From an optimization exercise on the open Yosys and OpenROAD flow, aimed at small area, a short achievable clock period and few clock cycles per item; shortcuts taken in it are not production practice. No activity file was given, so power comes from the tool's default toggle rates.

Setup of alpha:
// top_without_mem
module top_without_mem(input dut_run, reset_b, clk,
		       output dut_busy,
		       input[15:0] sram_dut_read_data, wmem_dut_read_data,
		       output[15:0] dut_sram_write_data,
		       output[11:0] dut_sram_write_address, dut_sram_read_address,
		       output[11:0] dut_wmem_read_address, output dut_sram_write_enable
			);
Size in the first run: ~90 flip-flops, ~89 I/O pins.
Settings: LEC_CHECK=0, CAP_MARGIN=20, CORE_MARGIN=2, CORE_UTILIZATION=60, CTS_BUF_LIST=sky130_fd_sc_hd__clkbuf_8, SETUP_SLACK_MARGIN=4.2, SLEW_MARGIN=20; clock period 6.5 ns.
run.sh (not shown) runs the stock make flow with config.mk's settings and CLKGATE_MAP_FILE= SYNTH_SCRIPT=/design/flow/synth_recipe.tcl, a recipe that flattens the netlist after the stock synthesis.
alpha was carried through to the last stage, and its layout satisfied the timing, design-rule and antenna checks.
> inputs changed (alpha -> beta)
==> flow/flow/run.sh (new file) <==
#!/bin/bash
# The standard layout, with plain buffers (not delay cells) on the ports.
set -euo pipefail
export BUFFER_PORTS_ARGS="-buffer_cell sky130_fd_sc_hd__buf_2"
bash standard.sh > standard.log 2>&1
==> flow/standard.sh (new file) <==
#!/bin/bash
# synth_recipe.tcl (not shown) runs the flow's synth.tcl, then flattens the netlist and writes it again
# the make line also repeats each setting of config.mk as NAME=value (left out here)
make -C /OpenROAD-flow-scripts/flow DESIGN_CONFIG=/design/flow/config.mk WORK_HOME=/design/flow/orfs CLKGATE_MAP_FILE= SYNTH_SCRIPT=/design/flow/synth_recipe.tcl "${@:-finish}"
--- a/flow/config.mk
+++ b/flow/config.mk
@@ -11 +10,0 @@
-export CTS_BUF_LIST = sky130_fd_sc_hd__clkbuf_8
removed: flow/run.sh
==> comparison <==
As far as global-route usage is concerned, beta and alpha perform about the same. From beta to alpha, core box area did not move at all. NOTE: number of non-clock buffers in beta falls short of that of alpha. As of beta, power attributed to combinational cells had fallen by a few percent compared to alpha. Looking at share of the final layout cell area in multi-input gates, beta sits 2.4 points above alpha. alpha has a lower share of the clock period used by the worst path than beta. Power in beta is 0.000037 W lower than in alpha. alpha -> beta: total number of clock tree sinks flat. | smallest setup slack after layout | lower: beta |.
Edits applied to the flow inputs when going from beta to gamma:
==> flow/run.sh (new file) <==
#!/bin/bash
# synth_recipe.tcl (not shown) runs the flow's synth.tcl, then flattens the netlist and writes it again
# the make line also repeats each setting of config.mk as NAME=value (left out here)
make -C /OpenROAD-flow-scripts/flow DESIGN_CONFIG=/design/flow/config.mk WORK_HOME=/design/flow/orfs CLKGATE_MAP_FILE= SYNTH_SCRIPT=/design/flow/synth_recipe.tcl finish
--- a/flow/config.mk
+++ b/flow/config.mk
@@ -10 +10 @@
-export CORE_UTILIZATION = 60
+export CORE_UTILIZATION = 75
removed: flow/flow/run.sh
removed: flow/standard.sh
Findings:
- Of the two values seen for critical path's slowest cell, a221oi_1 was produced by gamma and dfrtp_4 by beta.
- Reported for gamma and beta, setup violation total in the final timing report turned out identical to the last digit.
- Compared with beta, in gamma post-route core utilization went up; final critical-path required period went up; die outline area -19%; combined flip-flop and latch cell area moved up; worst hold slack increased 0.0059 ns.
- Both conditions hold for gamma: the flow ran to the end and the final layout passed the timing, design-rule and antenna checks.
Setup changes, gamma to delta
--- a/flow/config.mk
+++ b/flow/config.mk
@@ -10,2 +10,2 @@
-export CORE_UTILIZATION = 75
-export SETUP_SLACK_MARGIN = 4.2
+export CORE_UTILIZATION = 40
+export SETUP_SLACK_MARGIN = 4.0
Results
gamma ended up with u2.conv_out[7] as its end of the critical path; delta ended up with u2.conv_out[0]. Looking at mean number of vias per cell, delta sits below gamma. delta ended with less number of ordinary and repair buffers in the finished layout than gamma. Changes observed in delta relative to gamma: setup skew after layout fell by 0.0096 ns; minimum clock period after layout up 0.11 ns; overall power after layout shows an increase of 7.3%; worst-margin pin slew shows an increase of 0.47 ns; number of nets at the end of the flow down 6. Looking at cell at the slowest stage of the critical path, the a221oi_1 result is from gamma; the dlygate4sd2_1 one comes from delta. Compared with gamma, in delta routed length on met2 now sits lower, met2 capacity usage during global routing -30 points. Die area | delta > gamma.
Inputs modified between delta and epsilon:
--- a/flow/config.mk
+++ b/flow/config.mk
@@ -11 +11 @@
-export SETUP_SLACK_MARGIN = 4.0
+export SETUP_SLACK_MARGIN = 4.3
## What came out
- Of delta and epsilon, the lower routed wire length belongs to delta.
- From delta to epsilon the numbers moved as follows: area of placed instances went up 2.8%; number of global-route vias before repair went up.
- When epsilon is measured against delta, its routing usage on met1 turns out 0.90 points higher.
- epsilon vs. delta: final area picked up an extra 590 um2; hold slack neither gained nor lost much.
- Taking delta as the reference, in epsilon reported combinational group power now sits higher, fmax went up 6.0%, non-clock buffer area fraction after layout went up 2.9 points.
- Cell count along the critical path was lower in the run labelled epsilon.
No run of this note included a check of the RTL's function; only the layout flow was run.


The RTL this note starts from:
==> flow/design.v <==
module conv_single(input [8:0] kernel, input [8:0] window, output act_sign);
wire [8:0] m = kernel ~^ window;
wire sa = m[0] ^ m[1] ^ m[2];
wire ca = (m[0] & m[1]) | (m[0] & m[2]) | (m[1] & m[2]);
wire sb = m[3] ^ m[4] ^ m[5];
wire cb = (m[3] & m[4]) | (m[3] & m[5]) | (m[4] & m[5]);
wire e5 = ca & cb & (sa | sb);
wire e4 = (ca & cb) | ((ca | cb) & sa & sb);
wire e3 = (ca & cb) | ((ca | cb) & (sa | sb));
wire e2 = ca | cb | (sa & sb);
wire l1 = m[6] | m[7] | m[8];
wire l2 = (m[6] & m[7]) | (m[6] & m[8]) | (m[7] & m[8]);
wire l3 = m[6] & m[7] & m[8];
assign act_sign = e5 | (e4 & l1) | (e3 & l2) | (e2 & l3);
endmodule
module pipelined_conv(
	input clk,
	input [15:0] input_row,
	input [8:0] weights_in,
	input m12, m16,		 
	output reg [13:0] conv_out);
reg [15:0] R1, R2;
wire [13:0] sign_acts;
always @(posedge clk) begin
	R1 <= input_row;
	R2 <= R1;
end
genvar k;
generate
	for (k = 0; k < 14; k = k + 1) begin : g_conv
		conv_single u(.kernel(weights_in),
			.window({input_row[k+2:k], R1[k+2:k], R2[k+2:k]}),
			.act_sign(sign_acts[k]));
	end
endgenerate
always @(posedge clk)
	conv_out <= {sign_acts[13:10] & {4{m16}}, sign_acts[9:8] & {2{m12}}, sign_acts[7:0]};
endmodule
module controller(input reset_b,
		  input clk,
		  input dut_run,
		  input [15:0] input_mdr,
		  output reg busy_out,
		  output reg output_write_en,
		  output reg [11:0] input_mar,
		  output reg [11:0] output_mar,
		  output reg m12, m16
		 );
localparam [1:0] ROW = 2'd0, DIMA = 2'd1, DIMD = 2'd2, DONE = 2'd3;
reg busy;		 
reg [1:0] st;
reg [3:0] c;		 
reg last;		 
wire idle = !busy;
wire is_row = busy && st == ROW;
wire is_dimd = busy && st == DIMD;
wire zero = !(input_mdr[3] | input_mdr[4]);
wire next_last = c[3] & !c[0] & (!m12 | c[1] & (!m16 | c[2]));
wire skip = is_row & last;
wire v = busy & (st == ROW ? c[3] | c[2] | (c[1] & c[0]) : st == DIMA);
wire done = st[1] & (st[0] | zero);
always @(posedge clk or negedge reset_b)
	if (!reset_b) begin
		busy <= 1'b0;
		busy_out <= 1'b0;
		output_write_en <= 1'b0;
	end else begin
		output_write_en <= v;
		busy_out <= busy ? !done : dut_run;
		if (idle)
			busy <= dut_run;
		else if (st == DONE || (st == DIMD && zero))
			busy <= 1'b0;
	end
always @(posedge clk) begin
	if (idle) st <= zero ? DONE : ROW;
	else case (st)
		ROW: if (last) st <= DIMA;
		DIMA: st <= DIMD;
		DIMD: st <= ROW;
		DONE: st <= ROW;
	endcase
	if (idle) input_mar <= {10'd0, dut_run, 1'b0};
	else begin
		input_mar[0] <= input_mar[0] ^ !skip;
		input_mar[11:1] <= input_mar[11:1] + (input_mar[0] | skip);
	end
	if (idle) output_mar <= 12'd0;
	else if (output_write_en) output_mar <= output_mar + 12'd1;
	c <= (is_row | is_dimd) ? c + 4'd1 : 4'd0;
	last <= is_row & next_last;
	if (idle | is_dimd) begin
		m16 <= input_mdr[4];
		m12 <= input_mdr[4] | input_mdr[2];
	end
end
endmodule
module top_without_mem(input dut_run, reset_b, clk,
		       output dut_busy,
		       input[15:0] sram_dut_read_data, wmem_dut_read_data,
		       output[15:0] dut_sram_write_data,
		       output[11:0] dut_sram_write_address, dut_sram_read_address,
		       output[11:0] dut_wmem_read_address, output dut_sram_write_enable
			);
wire m12, m16;
wire [13:0] conv_out;
controller u1(.reset_b(reset_b), .clk(clk), .dut_run(dut_run),
		.input_mdr(sram_dut_read_data), .busy_out(dut_busy),
		.output_write_en(dut_sram_write_enable),
		.input_mar(dut_sram_read_address),
		.output_mar(dut_sram_write_address),
		.m12(m12), .m16(m16));
pipelined_conv u2(.clk(clk), .input_row(sram_dut_read_data),
		.weights_in(wmem_dut_read_data[8:0]),
		.m12(m12), .m16(m16), .conv_out(conv_out));
assign dut_wmem_read_address = 12'd1;
assign dut_sram_write_data = {2'b0, conv_out};
endmodule
export LEC_CHECK = 0
export CAP_MARGIN = 20
export CORE_MARGIN = 2
export CORE_UTILIZATION = 60
export PLACE_DENSITY = 0.8
export SETUP_SLACK_MARGIN = 4.15
export SLEW_MARGIN = 20
create_clock -name core_clock -period 6.5 [get_ports {clk}]
standard.sh (not shown) runs the stock make flow with config.mk's settings and CLKGATE_MAP_FILE= SYNTH_SCRIPT=/design/flow/synth_recipe.tcl, a recipe that flattens the netlist after the stock synthesis.
==> flow/flow/run.sh <==
#!/bin/bash
# The standard layout, with two changes: ABC maps the logic with an area-oriented script
# (flow/abc.script, through flow/synth.tcl), and the ports get plain buffers, not delay cells.
set -euo pipefail
W=$(pwd)
export BUFFER_PORTS_ARGS="-buffer_cell sky130_fd_sc_hd__buf_1"
export FLOW_ABC_SCRIPT="$W/flow/abc.script"
bash standard.sh SYNTH_SCRIPT="$W/flow/synth.tcl" finish > standard.log 2>&1
==> flow/flow/abc.script <==
&get -n
&st
&dch
&nf -a
&put
topo
stime -c
==> flow/flow/synth.tcl <==
# synth_recipe.tcl (the standard synthesis script), except that ABC maps the logic with
# flow/abc.script instead of ORFS's abc_speed.script. Registers are mapped before ABC runs,
# so they are the standard synthesis's.
proc synth {args} { yosys synth -nofsm -noshare {*}$args }
proc abc {args} {
  set i [lsearch $args -script]
  if {$i >= 0} { set args [lreplace $args [expr {$i+1}] [expr {$i+1}] $::env(FLOW_ABC_SCRIPT)] }
  yosys abc {*}$args
}
source $::env(SCRIPTS_DIR)/synth.tcl
# left out here: clear keep_hierarchy, flatten, clean up, hide names made inside functions, write 1_2_yosys.v
The first run ran to the end with no violations.
==> next run, changes <==
--- a/flow/config.mk
+++ b/flow/config.mk
@@ -10,4 +10,4 @@
 export CORE_UTILIZATION = 60
 export PLACE_DENSITY = 0.8
-export SETUP_SLACK_MARGIN = 4.15
+export SETUP_SLACK_MARGIN = 4.25
 export SLEW_MARGIN = 20
The new run completed without violations.
Combinational power increases by about 3%.
Clock power increases by about 2%.
Synthesized cell count does not change.
Worst setup slack gains 0.012 ns.
Via count increases by about 2.6%.
No functional check of the RTL was part of any run of this note.

-- port drivers added, routing unchanged --
The results above use ideal ports. As a check the final layouts listed here were re-extracted and re-timed, cells and wires unchanged. Step 1 (the two cells are an assumption about what drives the block):
set clk [get_ports {clk}]
set_driving_cell -lib_cell sky130_fd_sc_hd__clkbuf_16 $clk
set_driving_cell -lib_cell sky130_fd_sc_hd__buf_2 [delete_from_list [all_inputs] $clk]
Step 2 adds t to the input delays and takes it off the output delays; t is the mean of the earliest and latest rising clock arrival at the registers after step 1. Input paths then give back, and output paths get back, about the clock's delay inside the block. Slacks: no drivers / after step 1 / after step 2; pairs: no drivers / after step 1.
run	shift t [ns]	setup slack, ns	worst setup path at the end	worst slew at a driven data input, ns	cell pins on the clock port's net
alpha	0.390	4.225 / 4.190 / 3.868	input to register	0.04	1
beta	0.408	4.208 / 4.173 / 3.831	input to register	0.04	1
gamma	0.387	4.193 / 4.184 / 3.810	input to register	0.06	1
delta	0.397	4.086 / 4.097 / 3.703	input to register	0.05	1
epsilon	0.399	4.223 / 4.182 / 3.940	input to register	0.05	1
the first run of note 2	0.384	3.787 / 3.766 / 3.382	input to register	0.07	1
the second run of note 2	0.387	3.799 / 3.776 / 3.389	input to register	0.13	1
After both steps setup and hold are still met in every run listed. The setup slack of the second run of note 2, which loses most, moves by -0.023 ns with the drivers and by -0.410 ns with both steps.
